Context: an optimization exercise on an open-source flow, tuned for small area. The choices shown serve that exercise and are no tape-out recipe. At most, simulation tests tie the RTL to the original design; equivalence was not proved. Function not checked in runs 2 and 3: the RTL went through the layout flow alone. Power is estimated from default activity; no workload was simulated.

--- config.mk ---
export PLATFORM = sky130hd
export DESIGN_NAME = jpc_regfile
export DESIGN_NICKNAME = jpc_regfile
export VERILOG_FILES = /design/flow/design.v
export SDC_FILE = /design/flow/constraint.sdc
export NUM_CORES = 4
export LEC_CHECK = 0
export CAP_MARGIN = 20
export CORE_MARGIN = 2
export CORE_UTILIZATION = 40
export SLEW_MARGIN = 20
--- constraint.sdc ---
create_clock -name core_clock -period 5.0 [get_ports {clk}]
set_input_delay 1.0000 -clock core_clock [delete_from_list [all_inputs] [get_ports {clk}]]
set_output_delay 1.0000 -clock core_clock [all_outputs]
set_load 0.01 [all_outputs]
--- design.v ---
module jpc_regfile (
    input  wire                          clk,
    input  wire                          rst,
    input  wire                          r1_idx_op_I,
    input  wire [4:0]                    r1_idx_I,
    input  wire                          r1_idx_valid_I,
    output wire                          r1_idx_ready_O,
    input  wire                          r1_rdata_ready_I,
    output wire [32-1:0] r1_rdata_O,
    output wire                          r1_rdata_valid_O,
    output wire                          r1_wdata_ready_O,
    input  wire [32-1:0] r1_wdata_I,
    input  wire                          r1_wdata_valid_I
);
    reg [32-1:0] regs[31:0];
    reg [3-1:0] r1_state;
    reg r1_idx_ready;
    reg [32-1:0] r1_rdata;
    reg r1_rdata_valid;
    reg r1_wdata_ready;
    assign r1_idx_ready_O   = r1_idx_ready;
    assign r1_rdata_O       = r1_rdata;
    assign r1_rdata_valid_O = r1_rdata_valid;
    assign r1_wdata_ready_O = r1_wdata_ready;
    integer i;
    always @(posedge clk or posedge rst) begin
        if (rst) begin
            for (i = 0; i < 32; i = i + 1) begin
                regs[i] <= {32{1'b0}};
            end
            r1_idx_ready   <= 1'b1;
            r1_rdata       <= {32{1'b0}};
            r1_rdata_valid <= 1'b0;
            r1_wdata_ready <= 1'b1;
            r1_state <= 3'b001;
        end else
        begin
            case (r1_state)
            3'b000: begin
                r1_idx_ready   <= 1'b1;
                r1_rdata       <= {32{1'b0}};
                r1_rdata_valid <= 1'b0;
                r1_wdata_ready <= 1'b1;
                r1_state <= 3'b001;
            end
            3'b001: begin
                if ( r1_idx_valid_I ) begin
                    r1_idx_ready   <= 1'b0;  
                    if ( r1_idx_op_I == 1'b0 ) begin
                        if ( r1_rdata_ready_I ) begin
                            r1_rdata       <= regs[r1_idx_I];
                            r1_rdata_valid <= 1'b1;
                            r1_state <= 3'b000;
                        end else begin
                            r1_rdata       <= r1_rdata;
                            r1_rdata_valid <= 1'b0;
                            r1_state <= 3'b010;
                        end
                    end else if ( r1_idx_op_I == 1'b1 ) begin
                        if ( r1_wdata_valid_I ) begin
                            if ( r1_idx_I != 5'd0 ) begin
                                regs[r1_idx_I] <= r1_wdata_I;
                            end
                            r1_state <= 3'b000;
                        end else begin
                            r1_state <= 3'b011;
                        end
                    end
                end else begin
                    r1_state <= 3'b001;
                end
            end
            3'b010: begin
                if (r1_rdata_ready_I) begin
                    r1_rdata       <= regs[r1_idx_I];
                    r1_rdata_valid <= 1'b1;
                    r1_state       <= 3'b000;
                end else begin
                    r1_rdata_valid <= 1'b0;
                    r1_state       <= 3'b010;
                end
            end
            3'b011: begin
                if (r1_wdata_valid_I) begin
                    if ( r1_idx_I != 5'd0 ) begin
                        regs[r1_idx_I] <= r1_wdata_I;
                    end
                    r1_state       <= 3'b000;
                end else begin
                    r1_state       <= 3'b011;
                end
            end
            default: begin
                r1_state <= 3'b000;
            end
            endcase
        end
    end
endmodule
--- run.sh ---
#!/bin/bash
# synth_recipe.tcl (not shown) runs the flow's synth.tcl, then flattens the netlist and writes it again
# the make line also repeats each setting of config.mk as NAME=value (left out here)
make -C /OpenROAD-flow-scripts/flow DESIGN_CONFIG=/design/flow/config.mk WORK_HOME=/design/flow/orfs CLKGATE_MAP_FILE= SYNTH_SCRIPT=/design/flow/synth_recipe.tcl finish
==> impl_metrics.env, run 1 <==
export IMPL_place_detailed_hpwl_mm=97.4
export IMPL_placeableCoreArea_um2=112000
export IMPL_area_of_the_mapped_netlist_um2=45300
export IMPL_drv_cap=0
export IMPL_grt_usage_pct=27.5
export IMPL_clk_path_buf_depth=3
export IMPL_grt_pass1_vias=30700
export IMPL_area_enclosed_by_the_die_boundary_um2=116000
export IMPL_final_hold_worst_slack_ns=0.486
export IMPL_die_height_um=341
export IMPL_clock_tree_htree_level_count=3
export IMPL_die_width_um=341
export IMPL_floorplan_rows=123
export IMPL_cellLeakagePower_nw=25.1
export IMPL_relSlewSlack_pct=23.1
export IMPL_skew_ns=0.0421
export IMPL_critical_path_required_ns=5.59
export IMPL_reg2reg_setup_slack_ns=1.98
export IMPL_cts_repair_resize_count=0
export IMPL_finalCritPeriodShare_pct=66.1
export IMPL_overflow=0
export IMPL_postSynthNetCount=3404
export IMPL_final_core_util_pct=45.9
export IMPL_drt_first_pass_iters=5
export IMPL_multiInputGateArea_um2=18300
export IMPL_fillers=10100
export IMPL_unrepaired_setup_endpoints_after_global_routing="false"
export IMPL_upper_clock_frequency_limit_mhz=302
export IMPL_place_worst_setup_slack_ns=1.02
export IMPL_cts_reportedPaths_clkPinSlew_ns=0.06
export IMPL_synth_yosys_seq_area_share_pct=56.7
export IMPL_ys_async_sr_fraction_pct=100
export IMPL_area_sequential_um2=25700
export IMPL_critPathLaunch="r1_idx_I[2]"
export IMPL_cts_num_sinks=1028
export IMPL_synth_flop_cell="sky130_fd_sc_hd__dfrtp_1"
export IMPL_insertion_delay_ns=0.73
export IMPL_final_cells=4987
export IMPL_avgRoutedWirePerCell_um=32.1
export IMPL_worst_r2r_startpoint="r1_state[0]"
export IMPL_netlist_instances=3357
export IMPL_critical_path_max_fanout=18
export IMPL_tritoncts_clock_tree="done"
export IMPL_final_min_clock_period_ns=3.31
export IMPL_leading_cell_types_in_the_layout_fill_and_taps_excluded="1026 x sky130_fd_sc_hd__dfrtp_1, 888 x sky130_fd_sc_hd__mux2_2, 343 x sky130_fd_sc_hd__a22oi_1"
export IMPL_synth_cell_types=67
export IMPL_synth_enable_flop_cells=0
export IMPL_whs_endpoint="regs[1][0]"
export IMPL_min_delay_worst_type="reg -> reg"
export IMPL_worst_reg2reg_path_length_in_cells=7
export IMPL_global_route_wire_length_before_repair_mm=230
export IMPL_worstSetupEndpointType="flop"
export IMPL_area_growth_pct=14.0
export IMPL_routed_via_count=30800
export IMPL_place_port_buffers=76
export IMPL_layout_cells_most_common="sky130_fd_sc_hd__dfrtp_1"
export IMPL_syn_avg_cell_area_um2=13.5
export IMPL_setup_violations_final=0
export IMPL_timing_worst_setup_path_type="in -> reg"
export IMPL_r2r_end="regs[13][10]"
export IMPL_number_of_buffers_created_by_cts=110
export IMPL_run_status="no timing/DRC/antenna violations"
export IMPL_yosys_warnings=2
export IMPL_start_util_pct=40.3
export IMPL_worst_slew_pin_slew_ns=1.15
export IMPL_clock_tree_root_cell="sky130_fd_sc_hd__clkbuf_16"
export IMPL_ir_worst_vdd_mv=0.315
export IMPL_layout_nets=3441
export IMPL_ys_seq_elements=1028
export IMPL_dp_cells=4781
export IMPL_final_weighted_congestion_in_routability_driven_placement=0.853
export IMPL_initialDrtViolationCount=3315
export IMPL_drc=0
export IMPL_timing_hold_worst_path_depth=1
export IMPL_finalSetupTns_ns=0
export IMPL_vias_per_cell=6.17
export IMPL_wirelength_mm=160
export IMPL_power_density_nw_per_um2=415
export IMPL_cts_hold_fix_buffers=0
export IMPL_count_of_final_hold_check_violations=0
export IMPL_ios=78
export IMPL_hold_start="regs[1][0]"
export IMPL_critical_path_startpoint_type="input pin"
export IMPL_grt_max_degree=131
export IMPL_cts_setup_buffers=0
export IMPL_detail_route_antenna_nets=0
export IMPL_finalMaxSlewViolations=0
export IMPL_grt_antenna_before_repair=2
export IMPL_worst_endpoint_arrival_ns=3.90
export IMPL_layout_drive_gt1_share_pct=38.1
export IMPL_postLayoutSetupSlackWorst_ns=1.69
[layout make-up]
cell class,instances,area share (%)
flip-flops and latches,1028,49.8
multi-input cells,2008,35.5
clock buffers,183,6.46
repair buffers,238,4.16
well taps,1500,3.63
clock inverters,20,0.421
inverters,8,0.0654
diodes,2,0.00968
[state kept, by name, summed over array words and instances, names as in the netlist]
signal,flops
regs,992
r1_rdata,32
r1_state,2
r1_idx_ready,1
r1_rdata_valid,1
[logic make-up (layout without fill, tap and decap cells)]
kind of cell    Yosys count  in the layout  synth area share [%]
mux                    1042           1042                  25.8
flops                  1028           1028                  56.7
compound gates          537            537                  8.94
simple gates            424            424                  5.09
buf+inv                 321            449                  3.33
fa+ha+maj                 4              4                 0.110
other cells               1              3               0.00827
[power by group]
part | internal, W | leakage, nW | switching, W | total, W
Clock | 0.00464 | 1.74 | 0.00345 | 0.00809
Sequential | 0.00974 | 14.1 | 0.000753 | 0.0105
Combinational | 0.00139 | 9.25 | 0.00146 | 0.00285
[metrics by stage]
stage	total power (W)	instance area, um2
floorplan	0.0124	45300
global placement	0.0133	48200
detailed placement	0.0135	48200
CTS	0.0215	51700
global route	0.0222	51700
finish	0.0214	51700
[metal layers]
metal	GRT usage [%]	share of wire, %	routed length, um
met5	0	0	0
met4	10.2	3.7	5980
met3	5.55	7.8	12400
met2	42.9	46	73400
met1	37.9	43	68100
[synth_stat cells (23+ instances only)]
library cell,n,area [um2]
sky130_fd_sc_hd__nor3_1,23,115
sky130_fd_sc_hd__and3_1,51,319
sky130_fd_sc_hd__clkbuf_1,124,465
sky130_fd_sc_hd__buf_2,162,811
sky130_fd_sc_hd__mux2_1,115,1290
sky130_fd_sc_hd__a32oi_1,23,201
sky130_fd_sc_hd__a22oi_1,343,2570
sky130_fd_sc_hd__mux2i_1,39,390
sky130_fd_sc_hd__a22o_1,25,219
sky130_fd_sc_hd__nand2_1,126,473
sky130_fd_sc_hd__nand4_1,55,344
sky130_fd_sc_hd__nor2_1,42,158
sky130_fd_sc_hd__dfrtp_1,1026,25700
sky130_fd_sc_hd__mux2_2,888,10000
sky130_fd_sc_hd__a21oi_1,39,195
sky130_fd_sc_hd__nand3_1,37,185
[worst max path at each step]
| stage | cells after the start | slack (ns) | to |
|---|---|---|---|
| 2_1_floorplan | 1 | -10.17 | r1_rdata[0] |
| 3_3_place_gp | 9 | 1.05 | r1_rdata[29] |
| 3_5_place_dp | 9 | 1.02 | r1_rdata[20] |
| 4_1_cts | 9 | 1.77 | r1_rdata[20] |
| 5_1_grt | 9 | 1.58 | r1_rdata[20] |
| 6_report | 7 | 1.69 | regs[12][11] |
[worst max-delay path, cell delays in order]
cell	delay, ns
sky130_fd_sc_hd__buf_2	0.37
sky130_fd_sc_hd__buf_4	0.27
sky130_fd_sc_hd__nand2_1	0.48
sky130_fd_sc_hd__nor2_4	0.99
sky130_fd_sc_hd__nand2_2	0.10
sky130_fd_sc_hd__buf_4	0.32
sky130_fd_sc_hd__mux2_2	0.33
==> inputs of run 2 (changes only) <==
==> design.v (replaced) <==
module jpc_regfile (
    input  wire                          clk,
    input  wire                          rst,
    input  wire                          r1_idx_op_I,
    input  wire [4:0]                    r1_idx_I,
    input  wire                          r1_idx_valid_I,
    output wire                          r1_idx_ready_O,
    input  wire                          r1_rdata_ready_I,
    output wire [32-1:0] r1_rdata_O,
    output wire                          r1_rdata_valid_O,
    output wire                          r1_wdata_ready_O,
    input  wire [32-1:0] r1_wdata_I,
    input  wire                          r1_wdata_valid_I
);
    localparam W = 32;
    reg rdy, pr, pw, rv;
    wire acc     = rdy & r1_idx_valid_I;
    wire rd_fire = ((acc & ~r1_idx_op_I) | pr) & r1_rdata_ready_I;
    wire wr_fire = ((acc &  r1_idx_op_I) | pw) & r1_wdata_valid_I;
    always @(posedge clk or posedge rst) begin
        if (rst) begin
            rdy <= 1'b1;
            pr  <= 1'b0;
            pw  <= 1'b0;
            rv  <= 1'b0;
        end else begin
            rdy <= (rdy & ~r1_idx_valid_I) | (~rdy & ~pr & ~pw);
            pr  <= ((acc & ~r1_idx_op_I) | pr) & ~r1_rdata_ready_I;
            pw  <= ((acc &  r1_idx_op_I) | pw) & ~r1_wdata_valid_I;
            rv  <= rd_fire;
        end
    end
    assign r1_idx_ready_O   = rdy;
    assign r1_rdata_valid_O = rv;
    assign r1_wdata_ready_O = 1'b1;
    reg par;
    always @(posedge clk or posedge rst) begin
        if (rst) par <= 1'b0;
        else     par <= ~par;
    end
    wire [W-1:0] col = r1_wdata_I ^ {W{par}};
    reg  [W-1:0] regs  [1:31];
    reg  [31:1]  valid;
    wire [31:1]  wr;      
    wire [31:1]  hold;    
    genvar i;
    generate
        for (i = 1; i < 32; i = i + 1) begin : g_reg
            assign wr[i]   = wr_fire & (r1_idx_I == i);
            assign hold[i] = valid[i] & ~wr[i];
            always @(posedge clk)
                regs[i] <= ~((regs[i] | {W{wr[i]}}) & (col | {W{hold[i]}}));
            always @(posedge clk or posedge rst) begin
                if (rst) valid[i] <= 1'b0;
                else     valid[i] <= valid[i] | wr[i];
            end
        end
    endgenerate
    wire [31:1] sel;
    wire [W-1:0] terms [1:31];
    generate
        for (i = 1; i < 32; i = i + 1) begin : g_sel
            assign sel[i]   = valid[i] & (r1_idx_I == i);
            assign terms[i] = regs[i] & {W{sel[i]}};
        end
    endgenerate
    reg [W-1:0] rsel;
    integer k;
    always @(*) begin
        rsel = {W{1'b0}};
        for (k = 1; k < 32; k = k + 1)
            rsel = rsel | terms[k];
    end
    wire psel = par & (|sel);
    reg [W-1:0] rdata_q;
    always @(posedge clk) rdata_q <= rsel ^ {W{psel}};
    assign r1_rdata_O = rdata_q;
endmodule
--- a/config.mk
+++ b/config.mk
@@ -9,3 +9,4 @@
 export CORE_MARGIN = 2
-export CORE_UTILIZATION = 40
+export CORE_UTILIZATION = 65
+export CTS_BUF_LIST = sky130_fd_sc_hd__clkbuf_4 sky130_fd_sc_hd__clkbuf_8
 export SLEW_MARGIN = 20
==> run 2 against run 1 <==
Net effect:
- still clean
- final cell count shrank 9.0%
- first-iteration DRC count grew 79%
- highest routed layer is now met5
- worst hold slack lost 0.034 ns
- largest cell class unchanged
- register-to-register slack lost 0.17 ns
- total power grew 2.7%
- synthesized area shrank 18%
- clock skew shrank 0.0091 ns
==> impl_metrics.env, run 2 <==
export IMPL_run_status="no timing/DRC/antenna violations"
export IMPL_synth_top_cells_by_count="1024 x sky130_fd_sc_hd__dfxtp_1, 992 x sky130_fd_sc_hd__o22ai_1, 431 x sky130_fd_sc_hd__clkbuf_1"
export IMPL_yosys_mux_area_fraction_pct=0
export IMPL_grt_max_degree=46
export IMPL_place_port_buffers=76
export IMPL_cts_num_sinks=1060
export IMPL_ios=78
export IMPL_routed_via_count=35100
export IMPL_worst_reg2reg_path_length_in_cells=7
export IMPL_grt_usage_pct=49.8
export IMPL_area_sequential_um2=21400
export IMPL_route_met3_wl_mm=21.8
export IMPL_skew_ns=0.0330
export IMPL_tritoncts_clock_tree="done"
export IMPL_cellLeakagePower_nw=16.3
export IMPL_timing_hold_worst_path_depth=1
export IMPL_worst_endpoint_arrival_ns=4.33
export IMPL_cts_hold_fix_buffers=0
export IMPL_area_of_the_mapped_netlist_um2=37200
export IMPL_setup_violations_final=0
export IMPL_critical_path_max_fanout=20
export IMPL_fillers=3880
export IMPL_die_height_um=243
export IMPL_synth_cell_types=52
export IMPL_final_weighted_congestion_in_routability_driven_placement=1.04
export IMPL_top_reg_by_flops="regs"
export IMPL_clock_tree_root_cell="sky130_fd_sc_hd__clkbuf_8"
export IMPL_timing_worst_setup_path_type="in -> reg"
export IMPL_multiInputGateArea_um2=14800
export IMPL_place_detailed_hpwl_mm=90.0
export IMPL_drv_cap=0
export IMPL_synth_yosys_seq_area_share_pct=57.5
export IMPL_unrepaired_setup_endpoints_after_global_routing="false"
export IMPL_main_combinational_cell_family_by_area_after_synthesis="compound AO/OA/AOI/OAI gates"
export IMPL_overflow=0
export IMPL_ys_top_cells_by_area="sky130_fd_sc_hd__dfxtp_1 55%, sky130_fd_sc_hd__o22ai_1 17%, sky130_fd_sc_hd__nand3_1 4.8%"
export IMPL_upper_clock_frequency_limit_mhz=275
export IMPL_synth_flop_cell="sky130_fd_sc_hd__dfxtp_1"
export IMPL_final_area_um2=42800
export IMPL_grt_antenna_before_repair=3
export IMPL_min_delay_worst_type="reg -> reg"
export IMPL_leading_cell_types_in_the_layout_fill_and_taps_excluded="1024 x sky130_fd_sc_hd__dfxtp_1, 992 x sky130_fd_sc_hd__o22ai_1, 356 x sky130_fd_sc_hd__nand3_1"
export IMPL_syn_avg_cell_area_um2=10.0
export IMPL_ys_seq_elements=1060
export IMPL_insertion_delay_ns=0.84
export IMPL_whs_endpoint="regs[2][31]"
export IMPL_ys_async_sr_fraction_pct=3.40
export IMPL_synthMostInstantiatedCell="sky130_fd_sc_hd__dfxtp_1"
export IMPL_largestRegisters="regs (992), rdata_q (32), valid (31)"
export IMPL_r2r_end="regs[30][14]"
export IMPL_grt_pass1_vias=34200
export IMPL_final_min_clock_period_ns=3.64
export IMPL_synth_simple_gate_area_share_pct=12.6
export IMPL_die_width_um=243
export IMPL_wirelength_mm=151
export IMPL_count_of_final_hold_check_violations=0
export IMPL_largest_reg_flops=992
export IMPL_final_hold_worst_slack_ns=0.452
export IMPL_worstSetupEndpointType="flop"
export IMPL_area_enclosed_by_the_die_boundary_um2=59200
export IMPL_finalMaxSlewViolations=0
export IMPL_critical_path_startpoint_type="input pin"
export IMPL_layout_cells_most_common="sky130_fd_sc_hd__dfxtp_1"
export IMPL_synth_enable_flop_cells=0
export IMPL_cts_repair_resize_count=0
export IMPL_clock_tree_htree_level_count=4
export IMPL_yosys_warnings=2
export IMPL_detail_route_antenna_nets=0
export IMPL_synth_xor_xnor_area_share_pct=1.51
export IMPL_placeableCoreArea_um2=56500
export IMPL_ir_worst_vdd_mv=0.319
export IMPL_drt_first_pass_iters=10
export IMPL_post_synth_top_area_fraction_pct=55.0
export IMPL_synth_fa_ha_area_share_pct=0
export IMPL_clk_path_buf_depth=3
export IMPL_worst_slew_pin_slew_ns=1.18
export IMPL_layout_drive_gt1_share_pct=16.4
export IMPL_start_util_pct=65.9
export IMPL_cts_setup_buffers=0
export IMPL_power_density_nw_per_um2=514
export IMPL_relSlewSlack_pct=20.9
export IMPL_number_of_buffers_created_by_cts=161
export IMPL_finalSetupTns_ns=0
export IMPL_avgRoutedWirePerCell_um=33.3
export IMPL_critical_path_required_ns=5.69
export IMPL_m1WireLength_mm=51.5
export IMPL_finalCritPeriodShare_pct=72.9
export IMPL_placed_cell_area_um2=39200
export IMPL_hold_start="regs[2][31]"
export IMPL_maxUsedRoutingLayer="met5"
export IMPL_global_route_wire_length_before_repair_mm=220
export IMPL_worst_r2r_startpoint="rdy"
export IMPL_layout_nets=3696
export IMPL_netlist_instances=3726
export IMPL_vias_per_cell=7.73
export IMPL_most_area_hungry_cell_type_in_the_yosys_netlist="sky130_fd_sc_hd__dfxtp_1"
export IMPL_postSynthNetCount=3769
export IMPL_synth_compound_area_share_pct=23.2
export IMPL_routed_length_on_met2_mm=63.4
export IMPL_reg2reg_setup_slack_ns=1.81
export IMPL_cts_reportedPaths_clkPinSlew_ns=0.06
export IMPL_drc=0
export IMPL_initialDrtViolationCount=5943
export IMPL_area_growth_pct=15.0
export IMPL_floorplan_rows=87
[run 2: cell types whose count changed in the layout (fill, tap and decap cells not counted), sizes merged, moves of 80 or more]
| cell | previous run | this run |
|---|---|---|
| mux2 | 1003 | 0 |
| a22o | 25 | 122 |
| dfrtp | 1026 | 35 |
| o22ai | 4 | 992 |
| dfxtp | 0 | 1024 |
| clkbuf | 183 | 263 |
| nand3 | 37 | 356 |
| a22oi | 343 | 114 |
[run 2: worst max-delay path by stage]
stage | startpoint | endpoint | slack, ns | cells past startpoint
after floorplan | r1_idx_I[1] | rdata_q[0] | 2.28 | 8
after global placement | r1_idx_I[4] | rdata_q[6] | 0.43 | 8
after detailed placement | r1_idx_I[4] | rdata_q[22] | 0.59 | 10
after CTS | r1_idx_I[4] | rdata_q[22] | 1.44 | 10
after global routing | r1_idx_I[0] | rdata_q[18] | 1.33 | 9
final | r1_idx_I[4] | rdata_q[22] | 1.36 | 10
[run 2: cell families (layout without fill, tap and decap cells)]
family,count (synthesis),in the layout
AOI/OAI and AO/OA,1281,1281
DFF,1060,1060
and+or+nand+nor,831,831
buffers and inverters,489,542
xor gates and xnor gates,64,64
other,1,4
[run 2: critical path, cell delays in order]
cell	delay, ns
sky130_fd_sc_hd__clkdlybuf4s50_1	0.78
sky130_fd_sc_hd__buf_4	0.27
sky130_fd_sc_hd__nor3b_2	0.10
sky130_fd_sc_hd__buf_4	0.24
sky130_fd_sc_hd__and2_1	0.17
sky130_fd_sc_hd__buf_4	0.23
sky130_fd_sc_hd__a22o_1	0.29
sky130_fd_sc_hd__nor3_1	0.79
sky130_fd_sc_hd__nand4_1	0.22
sky130_fd_sc_hd__xnor2_1	0.19
[run 2: layer usage]
metal	GRT usage, %	vias to the layer above
met5	0	-
met4	42.0	2
met3	16.4	769
met2	72.2	3175
met1	60.0	16800
li1	-	14300
[run 2: through the flow]
step           utilization (%)  setup WS (ns)  total power, W  cells
2_1_floorplan                -           2.28          0.0130   3726
3_3_place_gp              69.4          0.432          0.0140   4242
3_5_place_dp              69.4          0.588          0.0142   4243
4_1_cts                   75.7           1.44          0.0218   4532
5_1_grt                   75.8           1.33          0.0226   4537
6_report                  75.8           1.36          0.0220   4538
[run 2: area by class of cell]
| class | count | share of cell area [%] |
|---|---|---|
| repair buffers | 249 | 5.05 |
| well taps | 756 | 2.21 |
| multi-input cells | 2177 | 34.5 |
| clock inverters | 26 | 0.570 |
| flip-flops and latches | 1060 | 50.0 |
| diodes | 3 | 0.0175 |
| inverters | 4 | 0.0350 |
| clock buffers | 263 | 7.69 |
[run 2: power breakdown]
group          total, W  leakage, nW  internal [W]  switching, W
Clock           0.00772         1.88       0.00432       0.00340
Combinational   0.00308         5.36       0.00126       0.00181
Sequential       0.0112         9.09        0.0102      0.000987
==> inputs of run 3 (changes only) <==
--- a/config.mk
+++ b/config.mk
@@ -9,3 +9,3 @@
 export CORE_MARGIN = 2
-export CORE_UTILIZATION = 65
+export CORE_UTILIZATION = 40
 export CTS_BUF_LIST = sky130_fd_sc_hd__clkbuf_4 sky130_fd_sc_hd__clkbuf_8
==> run 3 against run 2 <==
Net effect:
- largest cell class unchanged
- non-clock buffer count increased by 3
- sequential share of layout area decreased by 1.0 points
- clock-buffer cell count up 13
- final cell count is 11% higher
- highest routed layer unchanged
- clock power up 2%
- utilization is 28 points lower
- register-to-register slack better by 0.11 ns
==> impl_metrics.env, run 3 <==
export IMPL_run_status="no timing/DRC/antenna violations"
export IMPL_die_height_um=309
export IMPL_worstSetupEndpointType="flop"
export IMPL_avgRoutedWirePerCell_um=27.8
export IMPL_synth_cell_types=52
export IMPL_leading_cell_types_in_the_layout_fill_and_taps_excluded="1024 x sky130_fd_sc_hd__dfxtp_1, 992 x sky130_fd_sc_hd__o22ai_1, 356 x sky130_fd_sc_hd__nand3_1"
export IMPL_worst_slew_pin_slew_ns=1.18
export IMPL_die_width_um=309
export IMPL_worst_reg2reg_path_length_in_cells=9
export IMPL_yosys_warnings=2
export IMPL_most_area_hungry_cell_type_in_the_yosys_netlist="sky130_fd_sc_hd__dfxtp_1"
export IMPL_grt_antenna_before_repair=5
export IMPL_final_area_um2=43800
export IMPL_clk_path_buf_depth=3
export IMPL_grt_usage_pct=28.7
export IMPL_clock_tree_root_cell="sky130_fd_sc_hd__clkbuf_8"
export IMPL_final_hold_worst_slack_ns=0.448
export IMPL_area_sequential_um2=21400
export IMPL_synth_yosys_seq_area_share_pct=57.5
export IMPL_initialDrtViolationCount=4397
export IMPL_global_route_wire_length_before_repair_mm=206
export IMPL_routed_via_count=33000
export IMPL_area_enclosed_by_the_die_boundary_um2=95600
export IMPL_critPathLaunch="r1_idx_I[2]"
export IMPL_final_core_util_pct=47.6
export IMPL_synth_flop_cell="sky130_fd_sc_hd__dfxtp_1"
export IMPL_wirelength_mm=140
export IMPL_drv_cap=0
export IMPL_power_switching_w=0.00603
export IMPL_critical_path_max_fanout=22
export IMPL_worst_endpoint_arrival_ns=4.46
export IMPL_fillers=8726
export IMPL_pwr_share_seq_pct=50.8
export IMPL_syn_avg_cell_area_um2=10.0
export IMPL_synth_top_cells_by_count="1024 x sky130_fd_sc_hd__dfxtp_1, 992 x sky130_fd_sc_hd__o22ai_1, 431 x sky130_fd_sc_hd__clkbuf_1"
export IMPL_largestRegisters="regs (992), rdata_q (32), valid (31)"
export IMPL_cellInternalPower_w=0.0159
export IMPL_worst_r2r_startpoint="rdy"
export IMPL_critical_path_required_ns=5.69
export IMPL_cellLeakagePower_nw=16.5
export IMPL_reg2reg_setup_slack_ns=1.92
export IMPL_place_port_buffers=76
export IMPL_min_delay_worst_type="reg -> reg"
export IMPL_count_of_final_hold_check_violations=0
export IMPL_timing_worst_setup_path_type="in -> reg"
export IMPL_setup_violations_final=0
export IMPL_finalCritPeriodShare_pct=75.3
export IMPL_post_synth_top_area_fraction_pct=55.0
export IMPL_layout_cells_most_common="sky130_fd_sc_hd__dfxtp_1"
export IMPL_clock_power_share_pct=35.7
export IMPL_floorplan_rows=111
export IMPL_area_growth_pct=17.5
export IMPL_area_of_the_mapped_netlist_um2=37200
export IMPL_netlist_instances=3726
export IMPL_p_comb_share_pct=13.5
export IMPL_skew_ns=0.0380
export IMPL_relSlewSlack_pct=21.3
export IMPL_ys_top_cells_by_area="sky130_fd_sc_hd__dfxtp_1 55%, sky130_fd_sc_hd__o22ai_1 17%, sky130_fd_sc_hd__nand3_1 4.8%"
export IMPL_place_detailed_hpwl_mm=87.8
export IMPL_cts_repair_resize_count=0
export IMPL_cts_reportedPaths_clkPinSlew_ns=0.06
export IMPL_cp_endpoint="rdata_q[6]"
export IMPL_overflow=0
export IMPL_finalMaxSlewViolations=0
export IMPL_drc=0
export IMPL_upper_clock_frequency_limit_mhz=265
export IMPL_unrepaired_setup_endpoints_after_global_routing="false"
export IMPL_final_weighted_congestion_in_routability_driven_placement=0.907
export IMPL_tritoncts_clock_tree="done"
export IMPL_layout_nets=3704
export IMPL_largest_reg_flops=992
export IMPL_layout_drive_gt1_share_pct=16.6
export IMPL_switching_share_pct=27.5
export IMPL_synthMostInstantiatedCell="sky130_fd_sc_hd__dfxtp_1"
export IMPL_cts_num_sinks=1060
export IMPL_start_util_pct=40.5
export IMPL_placed_cell_area_um2=39900
export IMPL_top_reg_by_flops="regs"
export IMPL_ys_async_sr_fraction_pct=3.40
export IMPL_ios=78
export IMPL_vias_per_cell=6.56
export IMPL_postSynthNetCount=3769
export IMPL_clock_tree_htree_level_count=4
export IMPL_detail_route_antenna_nets=0
export IMPL_grt_pass1_vias=31000
export IMPL_cts_setup_buffers=0
export IMPL_drt_first_pass_iters=6
export IMPL_power_density_nw_per_um2=502
export IMPL_number_of_buffers_created_by_cts=166
export IMPL_synth_enable_flop_cells=0
export IMPL_multiInputGateArea_um2=14700
export IMPL_insertion_delay_ns=0.84
export IMPL_grt_max_degree=67
export IMPL_final_min_clock_period_ns=3.77
export IMPL_finalSetupTns_ns=0
export IMPL_cts_hold_fix_buffers=0
export IMPL_r2r_end="regs[10][21]"
export IMPL_ir_worst_vdd_mv=0.243
export IMPL_critical_path_startpoint_type="input pin"
export IMPL_ys_seq_elements=1060
export IMPL_placeableCoreArea_um2=91900
==> run 3: cells by family after synthesis <==
kind of cell,count (synthesis),share of synthesized area (%)
AO/OA/AOI/OAI,1281,23.2
XOR/XNOR,64,1.51
buffers and inverters,489,5.16
flip-flops,1060,57.5
other,1,0.0101
AND/OR/NAND/NOR,831,12.6
==> run 3: per-stage QoR <==
stage                     cells  power, W  setup WS (ns)
after floorplan            3726    0.0130           2.28
after global placement     4727    0.0140          0.622
after detailed placement   4728    0.0142          0.561
after CTS                  5023    0.0219           1.46
after global routing       5033    0.0228           1.15
final                      5033    0.0220           1.23
==> run 3: routing by layer <==
layer	track usage (%)	wire [um]	vias up
met2	42.7	61200	1823
met1	39.2	58500	16600
met3	5.93	13600	321
met5	0	12	-
met4	14.8	6660	2
li1	-	-	14300
==> run 3: power by group through the flow <==
stage,combinational (W),clock (W),sequential [W]
floorplan,0.00192,0,0.0111
global placement,0.00279,0,0.0113
detailed placement,0.00288,0,0.0113
CTS,0.00288,0.00791,0.0111
global route,0.00314,0.00829,0.0113
finish,0.00296,0.00785,0.0112
==> run 3: worst max-delay path: stages <==
cell and delay (ns):
sky130_fd_sc_hd__clkdlybuf4s50_1 0.91, sky130_fd_sc_hd__and3_1 0.67, sky130_fd_sc_hd__and2_1 1.01, sky130_fd_sc_hd__nor4_1 0.10
sky130_fd_sc_hd__nand4_1 0.17, sky130_fd_sc_hd__o21ai_2 0.06, sky130_fd_sc_hd__buf_4 0.31, sky130_fd_sc_hd__xnor2_1 0.20
==> run 3: how the worst min path moves through the flow <==
| stage | from | end | depth (start not counted) |
|---|---|---|---|
| floorplan | regs[18][10] | regs[18][10] | 1 |
| finish | regs[5][18] | regs[5][18] | 1 |
| global placement | regs[5][31] | regs[5][31] | 1 |
| global route | regs[2][17] | regs[2][17] | 1 |
| detailed placement | regs[2][25] | regs[2][25] | 1 |
| CTS | regs[18][9] | regs[18][9] | 1 |
==> run 3: area by class of cell <==
type | count | area share [%]
repair buffers | 252 | 5.57
clock inverters | 19 | 0.412
well taps | 1243 | 3.55
clock buffers | 276 | 7.81
diodes | 2 | 0.0114
inverters | 4 | 0.0343
flip-flops and latches | 1060 | 48.9
multi-input cells | 2177 | 33.7
==> inputs of run 4 (changes only) <==
--- a/design.v
+++ b/design.v
@@ -43,4 +43,6 @@
     reg  [31:1]  valid;
+    reg  [4:0]   idx_q;
     wire [31:1]  wr;      
     wire [31:1]  hold;    
+    always @(posedge clk) idx_q <= r1_idx_I;
     genvar i;
@@ -62,3 +64,3 @@
         for (i = 1; i < 32; i = i + 1) begin : g_sel
-            assign sel[i]   = valid[i] & (r1_idx_I == i);
+            assign sel[i]   = valid[i] & (idx_q == i);
             assign terms[i] = regs[i] & {W{sel[i]}};
@@ -74,5 +76,3 @@
     wire psel = par & (|sel);
-    reg [W-1:0] rdata_q;
-    always @(posedge clk) rdata_q <= rsel ^ {W{psel}};
-    assign r1_rdata_O = rdata_q;
+    assign r1_rdata_O = rsel ^ {W{psel}};
 endmodule
--- a/config.mk
+++ b/config.mk
@@ -10,3 +10,2 @@
 export CORE_UTILIZATION = 40
-export CTS_BUF_LIST = sky130_fd_sc_hd__clkbuf_4 sky130_fd_sc_hd__clkbuf_8
 export SLEW_MARGIN = 20
==> run 4 against run 3 <==
Net effect:
- now fails the layout checks on negative setup slack
- first-iteration DRC count increased by 20%
- total power about the same
- non-clock buffer count increased by 46
- utilization increased by 0.45 points
- final cell count decreased by 6.3%
- combinational power increased by 15%
- clock skew decreased by 0.018 ns
- synthesized area decreased by 2.3%
- clock power decreased by 2%
- clock-buffer cell count decreased by 126
- die area decreased by 2.3%
- highest routed layer is now met4
==> impl_metrics.env, run 4 <==
export IMPL_run_status="finished with violations"
export IMPL_violatedChecks="negative setup slack"
export IMPL_cts_num_sinks=1033
export IMPL_routed_via_count=33200
export IMPL_cts_hold_fix_buffers=0
export IMPL_area_sequential_um2=20900
export IMPL_relSlewSlack_pct=24.1
export IMPL_timing_critical_path_depth=10
export IMPL_placeableCoreArea_um2=90000
export IMPL_grt_pass1_vias=30800
export IMPL_switching_share_pct=28.2
export IMPL_power_switching_w=0.00619
export IMPL_drv_cap=0
export IMPL_yosys_warnings=2
export IMPL_synth_xor_xnor_area_share_pct=1.54
export IMPL_tritoncts_clock_tree="done"
export IMPL_area_of_the_mapped_netlist_um2=36400
export IMPL_postSynthNetCount=3576
export IMPL_synth_top_cells_by_count="997 x sky130_fd_sc_hd__dfxtp_1, 992 x sky130_fd_sc_hd__o22ai_1, 427 x sky130_fd_sc_hd__clkbuf_1"
export IMPL_setup_violations_final=1
export IMPL_min_delay_worst_type="reg -> reg"
export IMPL_layout_cells_most_common="sky130_fd_sc_hd__dfxtp_1"
export IMPL_cellInternalPower_w=0.0158
export IMPL_area_enclosed_by_the_die_boundary_um2=93400
export IMPL_synth_compound_area_share_pct=26.5
export IMPL_unrepaired_setup_endpoints_after_global_routing="true"
export IMPL_detail_route_antenna_nets=0
export IMPL_vias_per_cell=7.04
export IMPL_finalMaxSlewViolations=0
export IMPL_ios=78
export IMPL_clock_power_share_pct=35.1
export IMPL_synth_simple_gate_area_share_pct=9.22
export IMPL_critical_path_required_ns=4.00
export IMPL_global_route_wire_length_before_repair_mm=225
export IMPL_total_power_w=0.0220
export IMPL_grt_antenna_before_repair=6
export IMPL_ys_seq_elements=1033
export IMPL_area_growth_pct=18.9
export IMPL_critical_path_max_fanout=13
export IMPL_clk_path_buf_depth=3
export IMPL_critPathMostFrequentCell="sky130_fd_sc_hd__buf_4"
export IMPL_grt_max_degree=50
export IMPL_worst_reg2reg_path_length_in_cells=6
export IMPL_place_worst_setup_slack_ns=-0.141
export IMPL_synth_fa_ha_area_share_pct=0
export IMPL_layout_drive_gt1_share_pct=17.3
export IMPL_wirelength_mm=160
export IMPL_clock_tree_root_cell="sky130_fd_sc_hd__clkbuf_16"
export IMPL_grt_usage_pct=33.0
export IMPL_final_core_util_pct=48.0
export IMPL_ir_worst_vdd_mv=0.296
export IMPL_top_reg_by_flops="regs"
export IMPL_worstSetupEndpointType="output pin"
export IMPL_largestRegisters="regs (992), valid (31), idx_q (5)"
export IMPL_leading_cell_types_in_the_layout_fill_and_taps_excluded="993 x sky130_fd_sc_hd__dfxtp_1, 992 x sky130_fd_sc_hd__o22ai_1, 302 x sky130_fd_sc_hd__a22oi_1"
export IMPL_multiInputGateArea_um2=14800
export IMPL_insertion_delay_ns=0.69
export IMPL_synth_flop_cell="sky130_fd_sc_hd__dfxtp_1"
export IMPL_worst_path_max_delay_cell="sky130_fd_sc_hd__a2111oi_0"
export IMPL_die_width_um=306
export IMPL_floorplan_rows=110
export IMPL_main_combinational_cell_family_by_area_after_synthesis="compound AO/OA/AOI/OAI gates"
export IMPL_syn_avg_cell_area_um2=10.3
export IMPL_cellLeakagePower_nw=16.9
export IMPL_finalCritPeriodShare_pct=102
export IMPL_post_synth_top_area_fraction_pct=54.9
export IMPL_synthMostInstantiatedCell="sky130_fd_sc_hd__dfxtp_1"
export IMPL_critical_path_startpoint_type="flop"
export IMPL_largest_reg_flops=992
export IMPL_synth_cell_types=40
export IMPL_start_util_pct=40.4
export IMPL_synth_yosys_seq_area_share_pct=57.3
export IMPL_layout_nets=3508
export IMPL_avgRoutedWirePerCell_um=34.0
export IMPL_clock_tree_htree_level_count=3
export IMPL_power_density_nw_per_um2=508
export IMPL_netlist_instances=3533
export IMPL_postLayoutSetupSlackWorst_ns=-0.0999
export IMPL_die_height_um=306
export IMPL_drt_first_pass_iters=8
export IMPL_worst_path_dominant_cell_family="buffers and inverters"
export IMPL_most_area_hungry_cell_type_in_the_yosys_netlist="sky130_fd_sc_hd__dfxtp_1"
export IMPL_final_min_clock_period_ns=5.10
export IMPL_timing_worst_setup_path_type="reg -> out"
export IMPL_initialDrtViolationCount=5294
export IMPL_ys_top_cells_by_area="sky130_fd_sc_hd__dfxtp_1 55%, sky130_fd_sc_hd__o22ai_1 17%, sky130_fd_sc_hd__a22oi_1 6.3%"
export IMPL_crit_path_max_incr_delay_ns=0.82
export IMPL_drc=0
export IMPL_ys_async_sr_fraction_pct=3.48
export IMPL_final_weighted_congestion_in_routability_driven_placement=0.991
export IMPL_skew_ns=0.0195
export IMPL_timing_hold_worst_path_depth=1
export IMPL_crit_chain="buf_4 > nor2b_1 > and3_4 > buf_12 > a2111oi_0 > nand3_1 > nor4_1 > buf_4 > xor2_1 > clkdlybuf4s50_1"
export IMPL_pwr_share_seq_pct=49.5
export IMPL_worstPathBufferInverterCount=4
export IMPL_count_of_final_hold_check_violations=0
export IMPL_number_of_buffers_created_by_cts=102
export IMPL_cts_reportedPaths_clkPinSlew_ns=0.06
export IMPL_p_comb_share_pct=15.4
export IMPL_worst_slew_pin_slew_ns=1.14
export IMPL_place_port_buffers=76
export IMPL_worst_endpoint_arrival_ns=4.10
export IMPL_upper_clock_frequency_limit_mhz=196
export IMPL_fillers=8423
export IMPL_synth_enable_flop_cells=0
export IMPL_yosys_mux_area_fraction_pct=0
export IMPL_overflow=0
export IMPL_place_detailed_hpwl_mm=94.4
-- run 4: kinds of logic after synthesis --
group / Yosys count
AND/OR/NAND/NOR: 555
XOR/XNOR: 64
other: 1
buffers and inverters: 475
flip-flops: 1033
AO/OA/AOI/OAI: 1405
-- run 4: layout make-up --
type                            instances  area share (%)
Clock buffer                          150            7.00
Inverter                                3          0.0260
Tap cell                             1176            3.40
Multi-Input combinational cell       2027            34.2
Antenna cell                            2          0.0116
Sequential cell                      1033            48.3
Clock inverter                         29           0.712
Timing Repair Buffer                  298            6.36
-- run 4: path summary, 6_finish.rpt --
kind | from | endpoint | slack [ns]
min | regs[28][28] | regs[28][28] | 0.45
max | idx_q[3] | r1_rdata_O[3] | -0.1
min reg2reg | regs[28][28] | regs[28][28] | 0.45
max reg2reg | rdy | regs[15][24] | 1.76
min in group asynchronous | rst | pw | 0.75
max in group asynchronous | rst | par | 3.84
-- run 4: layer usage --
metal	global-route usage [%]	routed length, um	vias to the layer above
li1	-	-	13700
met1	44.1	62700	16600
met2	48.5	67600	2379
met3	9.08	20200	541
met4	17.5	9960	0
met5	0	0	-
-- run 4: worst reg2reg max path: cells and delay by family, from the launching register on --
kind	cells	cell delay, ns
buffers and inverters	1	0.55
DFF	1	0.57
and+or+nand+nor	3	1.66
AOI/OAI and AO/OA	2	0.31
-- run 4: power by group through the flow --
stage / Combinational [W] / Sequential (W) / Clock, W
global placement: 0.00316 / 0.0109 / 0
finish: 0.00339 / 0.0109 / 0.00770
global route: 0.00352 / 0.0110 / 0.00805
CTS: 0.00327 / 0.0108 / 0.00771
floorplan: 0.00191 / 0.0107 / 0
detailed placement: 0.00324 / 0.0110 / 0
-- run 4: repair_timing --
action / CTS / global route
resized for setup: 81 / 54
setup endpoints to repair: 32 / 28
pin swaps: 8 / 11
buffers inserted: 1 / 3
cloned: 1 / 1
-- run 4: per-stage QoR --
| stage | setup TNS, ns | area [um2] | cells | hold slack (ns) |
|---|---|---|---|---|
| finish | -0.0999 | 43200 | 4718 | 0.447 |
| global route | -0.0255 | 43200 | 4717 | 0.456 |
| CTS | -0.00198 | 42900 | 4711 | 0.448 |
| detailed placement | -0.169 | 39300 | 4530 | 0.440 |
| global placement | -0.130 | 39300 | 4530 | 0.433 |
| floorplan | 0 | 36400 | 3533 | 0.426 |
==> inputs of run 5 (changes only) <==
--- a/design.v
+++ b/design.v
@@ -43,6 +43,4 @@
     reg  [31:1]  valid;
-    reg  [4:0]   idx_q;
     wire [31:1]  wr;      
     wire [31:1]  hold;    
-    always @(posedge clk) idx_q <= r1_idx_I;
     genvar i;
@@ -51,5 +49,8 @@
             assign wr[i]   = wr_fire & (r1_idx_I == i);
-            assign hold[i] = valid[i] & ~wr[i];
+            assign hold[i] = ~wr[i];
+            wire [W-1:0] nxt;
+            jpc_regfile_wrow #(.W(W)) u_wrow (
+                .q(regs[i]), .wr(wr[i]), .hold(hold[i]), .col(col), .d(nxt));
             always @(posedge clk)
-                regs[i] <= ~((regs[i] | {W{wr[i]}}) & (col | {W{hold[i]}}));
+                regs[i] <= nxt;
             always @(posedge clk or posedge rst) begin
@@ -61,18 +62,52 @@
     wire [31:1] sel;
-    wire [W-1:0] terms [1:31];
+    wire [W-1:0] rsel;
     generate
         for (i = 1; i < 32; i = i + 1) begin : g_sel
-            assign sel[i]   = valid[i] & (idx_q == i);
-            assign terms[i] = regs[i] & {W{sel[i]}};
+            assign sel[i] = valid[i] & (r1_idx_I == i);
+        end
+        for (i = 0; i < W; i = i + 1) begin : g_rbit
+            wire [31:1] col_bits;
+            genvar r;
+            for (r = 1; r < 32; r = r + 1) begin : g_r
+                assign col_bits[r] = regs[r][i];
+            end
+            jpc_regfile_rdbit u_rd (.d(col_bits), .sel(sel), .q(rsel[i]));
         end
     endgenerate
-    reg [W-1:0] rsel;
-    integer k;
-    always @(*) begin
-        rsel = {W{1'b0}};
-        for (k = 1; k < 32; k = k + 1)
-            rsel = rsel | terms[k];
-    end
     wire psel = par & (|sel);
-    assign r1_rdata_O = rsel ^ {W{psel}};
+    reg [W-1:0] rdata_q;
+    always @(posedge clk) rdata_q <= rsel ^ {W{psel}};
+    assign r1_rdata_O = rdata_q;
 endmodule
+module jpc_regfile_rdbit (
+    input  wire [31:1] d,
+    input  wire [31:1] sel,
+    output wire        q
+);
+    wire [10:0] t;
+    genvar g;
+    generate
+        for (g = 0; g < 10; g = g + 1) begin : g_grp
+            jpc_regfile_aoi3 u_aoi (
+                .d(d[3*g+3:3*g+1]), .s(sel[3*g+3:3*g+1]), .y(t[g]));
+        end
+    endgenerate
+    assign t[10] = ~(d[31] & sel[31]);
+    assign q = ~(&t);
+endmodule
+module jpc_regfile_aoi3 (
+    input  wire [2:0] d,
+    input  wire [2:0] s,
+    output wire       y
+);
+    assign y = ~|(d & s);
+endmodule
+module jpc_regfile_wrow #(parameter W = 32) (
+    input  wire [W-1:0] q,
+    input  wire         wr,
+    input  wire         hold,
+    input  wire [W-1:0] col,
+    output wire [W-1:0] d
+);
+    assign d = ~((q | {W{wr}}) & (col | {W{hold}}));
+endmodule
==> flow/run.sh (new file) <==
#!/bin/bash
# Layout: the standard ORFS flow (standard.sh, unchanged synthesis), with a
# clock tree built without dummy loads from one buffer type, and the smallest
# buffer on every port. Full tool output goes to standard.log here; ORFS's own
# per-step logs stay under orfs/logs/.
set -euo pipefail
CTS="-sink_clustering_enable -repair_clock_nets -dont_use_dummy_load -buf_list sky130_fd_sc_hd__clkbuf_8 -sink_clustering_size 20 -sink_clustering_max_diameter 60"
bash standard.sh "CTS_ARGS=$CTS" "BUFFER_PORTS_ARGS=-buffer_cell sky130_fd_sc_hd__buf_1" finish > standard.log 2>&1
==> standard.sh (new file) <==
#!/bin/bash
# synth_recipe.tcl (not shown) runs the flow's synth.tcl, then flattens the netlist and writes it again
# the make line also repeats each setting of config.mk as NAME=value (left out here)
make -C /OpenROAD-flow-scripts/flow DESIGN_CONFIG=/design/flow/config.mk WORK_HOME=/design/flow/orfs CLKGATE_MAP_FILE= SYNTH_SCRIPT=/design/flow/synth_recipe.tcl "${@:-finish}"
--- a/config.mk
+++ b/config.mk
@@ -9,3 +9,5 @@
 export CORE_MARGIN = 2
-export CORE_UTILIZATION = 40
+export CORE_UTILIZATION = 60
 export SLEW_MARGIN = 20
+export SYNTH_HIERARCHICAL = 1
+export SYNTH_MINIMUM_KEEP_SIZE = 0
removed: run.sh
==> run 5 against run 4 <==
Net effect:
- the run now finishes clean
- highest routed layer unchanged
- largest power group unchanged
- critical path type is now in -> reg
- combinational power down 59%
- final cell count shrank 19%
- sequential share of layout area increased by 10 points
- worst setup slack improved by 1.6 ns
- wire length is 25% lower
- sequential cell count up 27
- die area shrank 35%
==> impl_metrics.env, run 5 <==
export IMPL_finalSetupTns_ns=0
export IMPL_grt_usage_pct=38.6
export IMPL_synth_top_cells_by_count="1024 x sky130_fd_sc_hd__dfxtp_1, 992 x sky130_fd_sc_hd__o22ai_1, 320 x sky130_fd_sc_hd__a222oi_1"
export IMPL_fillers=4677
export IMPL_run_status="no timing/DRC/antenna violations"
export IMPL_layout_drive_gt1_share_pct=7.85
export IMPL_critical_path_max_fanout=19
export IMPL_skew_ns=0.0633
export IMPL_number_of_buffers_created_by_cts=61
export IMPL_grt_max_degree=37
export IMPL_switching_share_pct=25.3
export IMPL_crit_path_max_incr_delay_ns=0.67
export IMPL_clock_tree_htree_level_count=2
export IMPL_clock_power_share_pct=23.1
export IMPL_post_synth_top_area_fraction_pct=58.5
export IMPL_total_power_w=0.0155
export IMPL_worst_endpoint_arrival_ns=4.07
export IMPL_worst_path_max_delay_cell="sky130_fd_sc_hd__and3_1"
export IMPL_pwr_share_seq_pct=67.9
export IMPL_avgRoutedWirePerCell_um=31.5
export IMPL_die_width_um=246
export IMPL_area_growth_pct=4.81
export IMPL_wirelength_mm=120
export IMPL_most_area_hungry_cell_type_in_the_yosys_netlist="sky130_fd_sc_hd__dfxtp_1"
export IMPL_grt_pass1_vias=28100
export IMPL_synth_cell_types=42
export IMPL_worstPathBufferInverterCount=2
export IMPL_finalMaxSlewViolations=0
export IMPL_synth_enable_flop_cells=0
export IMPL_place_detailed_hpwl_mm=71.6
export IMPL_power_density_nw_per_um2=422
export IMPL_min_delay_worst_type="in -> async"
export IMPL_critical_path_startpoint_type="input pin"
export IMPL_setup_violations_final=0
export IMPL_layout_cells_most_common="sky130_fd_sc_hd__dfxtp_1"
export IMPL_ios=78
export IMPL_worstSetupEndpointType="flop"
export IMPL_vias_per_cell=7.75
export IMPL_ys_top_cells_by_area="sky130_fd_sc_hd__dfxtp_1 59%, sky130_fd_sc_hd__o22ai_1 18%, sky130_fd_sc_hd__a222oi_1 9.1%"
export IMPL_synthMostInstantiatedCell="sky130_fd_sc_hd__dfxtp_1"
export IMPL_timing_worst_setup_path_type="in -> reg"
export IMPL_final_weighted_congestion_in_routability_driven_placement=0.920
export IMPL_largestRegisters="regs (992), rdata_q (32), valid (31)"
export IMPL_ys_seq_elements=1060
export IMPL_power_switching_w=0.00392
export IMPL_cts_repair_resize_count=0
export IMPL_count_of_final_hold_check_violations=0
export IMPL_crit_chain="buf_1 > nor3b_1 > and3_1 > buf_4 > a222oi_1 > nand4_1 > a2111o_1 > xnor2_1"
export IMPL_placeableCoreArea_um2=57700
export IMPL_top_reg_by_flops="regs"
export IMPL_tritoncts_clock_tree="done"
export IMPL_insertion_delay_ns=0.77
export IMPL_worst_slew_pin_slew_ns=1.24
export IMPL_ir_worst_vdd_mv=0.332
export IMPL_start_util_pct=60.7
export IMPL_drc=0
export IMPL_clock_tree_root_cell="sky130_fd_sc_hd__clkbuf_8"
export IMPL_final_min_clock_period_ns=3.46
export IMPL_postSynthNetCount=3012
export IMPL_grt_antenna_before_repair=3
export IMPL_leading_cell_types_in_the_layout_fill_and_taps_excluded="1024 x sky130_fd_sc_hd__dfxtp_1, 992 x sky130_fd_sc_hd__o22ai_1, 320 x sky130_fd_sc_hd__a222oi_1"
export IMPL_place_port_buffers=76
export IMPL_finalCritPeriodShare_pct=69.2
export IMPL_drt_first_pass_iters=14
export IMPL_largest_reg_flops=992
export IMPL_cts_num_sinks=1060
export IMPL_synth_yosys_seq_area_share_pct=61.1
export IMPL_clk_path_buf_depth=3
export IMPL_unrepaired_setup_endpoints_after_global_routing="false"
export IMPL_drv_cap=0
export IMPL_cellInternalPower_w=0.0116
export IMPL_global_route_wire_length_before_repair_mm=178
export IMPL_cts_reportedPaths_clkPinSlew_ns=0.12
export IMPL_cts_hold_fix_buffers=0
export IMPL_synth_flop_cell="sky130_fd_sc_hd__dfxtp_1"
export IMPL_p_comb_share_pct=8.9
export IMPL_upper_clock_frequency_limit_mhz=289
export IMPL_detail_route_antenna_nets=0
export IMPL_cts_setup_buffers=0
export IMPL_area_of_the_mapped_netlist_um2=35000
export IMPL_relSlewSlack_pct=17.4
export IMPL_yosys_warnings=9
export IMPL_final_hold_worst_slack_ns=0.314
export IMPL_floorplan_rows=88
export IMPL_netlist_instances=2969
export IMPL_routed_via_count=29500
export IMPL_area_enclosed_by_the_die_boundary_um2=60300
export IMPL_layout_nets=3078
export IMPL_overflow=0
export IMPL_ys_async_sr_fraction_pct=3.40
export IMPL_die_height_um=246
export IMPL_initialDrtViolationCount=4991
export IMPL_worst_path_dominant_cell_family="simple AND/OR/NAND/NOR gates"
export IMPL_critical_path_required_ns=5.61
export IMPL_cellLeakagePower_nw=13.7
export IMPL_syn_avg_cell_area_um2=11.8
## run 5: worst register-to-register path, stage by stage (launching register included)
cell	delay, ns
sky130_fd_sc_hd__dfstp_2	0.57
sky130_fd_sc_hd__a31oi_1	0.14
sky130_fd_sc_hd__nor2b_1	0.32
sky130_fd_sc_hd__nand2b_1	0.12
sky130_fd_sc_hd__nor2_1	0.37
sky130_fd_sc_hd__nand2_1	0.11
sky130_fd_sc_hd__buf_4	0.29
sky130_fd_sc_hd__inv_1	0.79
sky130_fd_sc_hd__buf_4	0.35
sky130_fd_sc_hd__o22ai_1	0.12
## run 5: path summary, 6_finish.rpt
check	from	endpoint	slack (ns)	cells after the start
worst max-delay path	r1_idx_I[1]	rdata_q[1]	1.54	8
worst min-delay path	rst	valid[3]	0.31	3
worst max register to register	rdy	regs[15][26]	1.71	9
worst min register to register	regs[18][30]	regs[18][30]	0.45	1
max in group asynchronous	rst	par	4.24	3
min in group core_clock	r1_rdata_ready_I	pr	0.42	2
## run 5: logic make-up after synthesis
kind of cell	count (synthesis)	synth area share, %
mux	3	0.0857
other cells	1	0.0107
flops	1060	61.1
compound gates	1357	28.2
buf+inv	238	5.19
xor+xnor	64	1.60
simple gates	246	3.84
## run 5: routing by layer
| layer | GRT usage [%] | part of all wire (%) | up-vias |
|---|---|---|---|
| met5 | 0 | 0 | - |
| met4 | 16.8 | 4.3 | 0 |
| met3 | 7.54 | 11 | 337 |
| met2 | 58.9 | 45 | 1988 |
| met1 | 53.4 | 40 | 14600 |
| li1 | - | - | 12500 |
## run 5: final cells by class
type                       instances  area (um2)  area share [%]
tap                              765         957            2.61
sequential                      1060       21400            58.3
multi-input combinational       1671       12100            32.9
inverter                          34         128           0.348
antenna                            1        2.50         0.00681
timing repair buffer             207        1320            3.60
clock buffer                      61         840            2.29
## run 5: modules after synthesis, one instance, submodules excluded, a selection
module             cell area, um2  flops+latches  cells inside
jpc_regfile                 23200           1060          1343
jpc_regfile_rdbit            27.5              0             4
jpc_regfile_aoi3             10.0              0             1
## run 5: per-stage QoR
step / instances / utilization, % / area [um2] / worst slack, ns
global placement: 3735 / 62.1 / 35800 / 0.914
CTS: 3796 / 63.6 / 36700 / 1.67
floorplan: 2969 / - / 35000 / 1.22
global route: 3799 / 63.6 / 36700 / 1.38
detailed placement: 3735 / 62.1 / 35800 / 0.899
finish: 3799 / 63.6 / 36700 / 1.54
## run 5: power by group through the flow
stage | sequential (W) | clock [W] | combinational [W]
6_report | 0.0105 | 0.00358 | 0.00138
5_1_grt | 0.0106 | 0.00391 | 0.00150
2_1_floorplan | 0.0105 | 0 | 0.000992
4_1_cts | 0.0105 | 0.00361 | 0.00136
3_5_place_dp | 0.0107 | 0 | 0.00136
3_3_place_gp | 0.0106 | 0 | 0.00128
==> inputs of run 6 (changes only) <==
--- a/flow/run.sh
+++ b/flow/run.sh
@@ -6,3 +6,3 @@
 set -euo pipefail
-CTS="-sink_clustering_enable -repair_clock_nets -dont_use_dummy_load -buf_list sky130_fd_sc_hd__clkbuf_8 -sink_clustering_size 20 -sink_clustering_max_diameter 60"
+CTS="-sink_clustering_enable -repair_clock_nets -dont_use_dummy_load -buf_list sky130_fd_sc_hd__clkbuf_16 -sink_clustering_size 30 -sink_clustering_max_diameter 60"
 bash standard.sh "CTS_ARGS=$CTS" "BUFFER_PORTS_ARGS=-buffer_cell sky130_fd_sc_hd__buf_1" finish > standard.log 2>&1
--- a/config.mk
+++ b/config.mk
@@ -9,3 +9,3 @@
 export CORE_MARGIN = 2
-export CORE_UTILIZATION = 60
+export CORE_UTILIZATION = 40
 export SLEW_MARGIN = 20
==> run 6 against run 5 <==
Net effect:
- still clean on timing, DRC and antenna
- non-clock buffer count up 5
- maximum frequency down 2.3%
- clock skew grew 0.026 ns
- synthesized area did not move
- final cell count rose by 10%
- critical endpoint is now rdata_q[23]
==> impl_metrics.env, run 6 <==
export IMPL_wirelength_mm=129
export IMPL_m1WireLength_mm=50.6
export IMPL_grt_usage_pct=27.5
export IMPL_cts_hold_fix_buffers=0
export IMPL_finalCritPeriodShare_pct=70.8
export IMPL_worst_slew_pin_slew_ns=1.19
export IMPL_insertion_delay_ns=0.67
export IMPL_layout_cells_most_common="sky130_fd_sc_hd__dfxtp_1"
export IMPL_drv_cap=0
export IMPL_cts_reportedPaths_clkPinSlew_ns=0.11
export IMPL_worst_endpoint_arrival_ns=4.04
export IMPL_initialDrtViolationCount=5131
export IMPL_drt_first_pass_iters=10
export IMPL_avgRoutedWirePerCell_um=30.9
export IMPL_cellLeakagePower_nw=14.1
export IMPL_synth_flop_cell="sky130_fd_sc_hd__dfxtp_1"
export IMPL_tritoncts_clock_tree="done"
export IMPL_route_met3_wl_mm=14.4
export IMPL_worstSetupEndpointType="flop"
export IMPL_largestRegisters="regs (992), rdata_q (32), valid (31)"
export IMPL_unrepaired_setup_endpoints_after_global_routing="false"
export IMPL_number_of_buffers_created_by_cts=59
export IMPL_global_route_wire_length_before_repair_mm=190
export IMPL_drc=0
export IMPL_post_synth_top_area_fraction_pct=58.5
export IMPL_critical_path_required_ns=5.50
export IMPL_skew_ns=0.0897
export IMPL_start_util_pct=40.4
export IMPL_critical_path_max_fanout=22
export IMPL_diodes=0
export IMPL_ys_seq_elements=1060
export IMPL_ios=78
export IMPL_grt_pass1_vias=29200
export IMPL_place_worst_setup_slack_ns=0.879
export IMPL_synth_top_cells_by_count="1024 x sky130_fd_sc_hd__dfxtp_1, 992 x sky130_fd_sc_hd__o22ai_1, 320 x sky130_fd_sc_hd__a222oi_1"
export IMPL_syn_avg_cell_area_um2=11.8
export IMPL_die_height_um=300
export IMPL_area_growth_pct=8.15
export IMPL_synth_enable_flop_cells=0
export IMPL_largest_reg_flops=992
export IMPL_setup_violations_final=0
export IMPL_ys_async_sr_fraction_pct=3.40
export IMPL_routed_length_on_met2_mm=58.3
export IMPL_clk_path_buf_depth=3
export IMPL_run_status="no timing/DRC/antenna violations"
export IMPL_vias_per_cell=7.13
export IMPL_area_enclosed_by_the_die_boundary_um2=90000
export IMPL_top_reg_by_flops="regs"
export IMPL_crit_path_max_incr_delay_ns=0.63
export IMPL_most_area_hungry_cell_type_in_the_yosys_netlist="sky130_fd_sc_hd__dfxtp_1"
export IMPL_worst_r2r_startpoint="rdy"
export IMPL_cp_endpoint="rdata_q[23]"
export IMPL_timing_worst_setup_path_type="in -> reg"
export IMPL_critPathLaunch="r1_idx_I[0]"
export IMPL_cts_setup_buffers=0
export IMPL_grt_antenna_before_repair=2
export IMPL_final_min_clock_period_ns=3.54
export IMPL_cts_repair_resize_count=0
export IMPL_netlist_instances=2969
export IMPL_worst_path_max_delay_cell="sky130_fd_sc_hd__and3_1"
export IMPL_worstPathBufferInverterCount=2
export IMPL_leading_cell_types_in_the_layout_fill_and_taps_excluded="1024 x sky130_fd_sc_hd__dfxtp_1, 992 x sky130_fd_sc_hd__o22ai_1, 320 x sky130_fd_sc_hd__a222oi_1"
export IMPL_upper_clock_frequency_limit_mhz=283
export IMPL_crit_chain="buf_1 > nor2_1 > and3_1 > buf_4 > a222oi_1 > nand4_1 > a2111o_1 > xnor2_1"
export IMPL_postLayoutSetupSlackWorst_ns=1.46
export IMPL_placeableCoreArea_um2=86800
export IMPL_reg2reg_setup_slack_ns=1.65
export IMPL_place_port_buffers=76
export IMPL_power_density_nw_per_um2=441
export IMPL_worst_reg2reg_path_length_in_cells=8
export IMPL_yosys_warnings=9
export IMPL_r2r_end="regs[4][1]"
export IMPL_finalSetupTns_ns=0
export IMPL_worst_path_dominant_cell_family="simple AND/OR/NAND/NOR gates"
export IMPL_ys_top_cells_by_area="sky130_fd_sc_hd__dfxtp_1 59%, sky130_fd_sc_hd__o22ai_1 18%, sky130_fd_sc_hd__a222oi_1 9.1%"
export IMPL_layout_drive_gt1_share_pct=7.84
export IMPL_final_weighted_congestion_in_routability_driven_placement=0.906
export IMPL_synth_cell_types=42
export IMPL_routed_via_count=29900
export IMPL_synthMostInstantiatedCell="sky130_fd_sc_hd__dfxtp_1"
export IMPL_relSlewSlack_pct=20.8
export IMPL_grt_max_degree=37
export IMPL_place_detailed_hpwl_mm=78.2
export IMPL_maxUsedRoutingLayer="met5"
export IMPL_floorplan_rows=108
export IMPL_die_width_um=300
export IMPL_critical_path_startpoint_type="input pin"
export IMPL_timing_critical_path_depth=8
export IMPL_area_of_the_mapped_netlist_um2=35000
export IMPL_postSynthNetCount=3012
export IMPL_layout_nets=3081
export IMPL_min_delay_worst_type="in -> async"
export IMPL_count_of_final_hold_check_violations=0
export IMPL_detail_route_antenna_nets=0
export IMPL_cts_num_sinks=1060
export IMPL_ir_worst_vdd_mv=0.298
export IMPL_finalMaxSlewViolations=0
export IMPL_clock_tree_htree_level_count=2
export IMPL_overflow=0
export IMPL_clock_tree_root_cell="sky130_fd_sc_hd__clkbuf_16"
export IMPL_synth_yosys_seq_area_share_pct=61.1
==> run 6: cell type report <==
type / instances / area, um2
Clock buffer: 59 / 1480
Fill cell: 8070 / 48900
Inverter: 34 / 128
Multi-Input combinational cell: 1671 / 12100
Sequential cell: 1060 / 21400
Tap cell: 1155 / 1450
Timing Repair Buffer: 212 / 1370
==> run 6: through the flow <==
step / hold WS [ns] / power [W] / util (%) / std cells / instance area (um2)
finish: 0.407 / 0.0167 / 43.7 / 4191 / 37900
global route: 0.456 / 0.0173 / 43.7 / 4191 / 37900
CTS: 0.405 / 0.0167 / 43.7 / 4191 / 37900
detailed placement: 0.437 / 0.0121 / 42.0 / 4132 / 36400
global placement: 0.429 / 0.0120 / 42.0 / 4132 / 36400
floorplan: 0.421 / 0.0115 / - / 2969 / 35000
==> run 6: kinds of logic after synthesis <==
kind of cell	Yosys count	synth area share, %
buf+inv	238	5.19
simple gates	246	3.84
compound gates	1357	28.2
flops	1060	61.1
other cells	1	0.0107
xor+xnor	64	1.60
mux	3	0.0857
==> run 6: worst register-to-register path: cells and delay by family, from the launching register on <==
| family | cells | cell delay (ns) |
|---|---|---|
| buffers and inverters | 3 | 1.29 |
| AOI/OAI and AO/OA | 2 | 0.28 |
| DFF | 1 | 0.58 |
| and+or+nand+nor | 3 | 1.02 |
==> run 6: Yosys stat by module (local to each module, per instance), a selection <==
| module | cell area, um2 | times used |
|---|---|---|
| jpc_regfile_rdbit | 27.5 | 32 |
| jpc_regfile_aoi3 | 10.0 | 320 |
| jpc_regfile | 23200 | 1 |
==> run 6: power breakdown <==
group          leakage, nW  internal (W)  switching [W]  total (W)
combinational         3.75      0.000686       0.000712    0.00140
sequential            9.57       0.00978       0.000779     0.0106
clock                0.727       0.00209        0.00267    0.00475
==> run 6: how the worst min path moves through the flow <==
| stage | from | end | slack [ns] |
|---|---|---|---|
| floorplan | regs[10][0] | regs[10][0] | 0.42 |
| global placement | regs[7][26] | regs[7][26] | 0.43 |
| detailed placement | regs[13][12] | regs[13][12] | 0.44 |
| CTS | rst | pw | 0.41 |
| global route | regs[17][9] | regs[17][9] | 0.46 |
| finish | rst | pw | 0.41 |
==> run 6: layer usage <==
metal,track usage [%],vias up
li1,-,12500
met1,36.3,14900
met2,43.3,2081
met3,5.83,385
met4,12.7,2
met5,0,-

static timing again, ports no longer ideal:
Ports are ideal in the flow. The routed layouts listed here were re-timed in OpenROAD. Step 1 (the two cells are an assumption about what drives the block):
set clk [get_ports {clk}]
set_driving_cell -lib_cell sky130_fd_sc_hd__clkbuf_16 $clk
set_driving_cell -lib_cell sky130_fd_sc_hd__buf_2 [delete_from_list [all_inputs] $clk]
Step 2, shift: input delay + t, output delay - t, t = (earliest + latest rising clock arrival at the registers) / 2. This alone moves slack from input paths to output paths. a / b / c = ideal ports / drivers / drivers and shift; a / b = the first two.
| run | t, ns | slack for setup (ns) | worst register clock-pin slew, ns | worst data-port slew with drivers (ns) | cell pins on the clock port's net |
|---|---|---|---|---|---|
| run 1 | 0.780 | 1.693 / 1.740 / 0.960 | 0.06 / 0.06 | 0.12 | 1 |
| run 2 | 0.882 | 1.357 / 1.390 / 0.508 | 0.08 / 0.08 | 0.05 | 1 |
| run 3 | 0.888 | 1.233 / 1.252 / 0.364 | 0.07 / 0.07 | 0.08 | 1 |
| run 4 | 0.742 | -0.100 / -0.166 / 0.576 | 0.07 / 0.07 | 0.15 | 1 |
| run 5 | 0.792 | 1.542 / 1.574 / 0.782 | 0.12 / 0.12 | 0.04 | 1 |
| run 6 | 0.696 | 1.460 / 1.500 / 0.804 | 0.11 / 0.11 | 0.05 | 1 |
The setup slack of run 3, which loses most, moves by +0.019 ns with the drivers and by -0.869 ns with both steps.
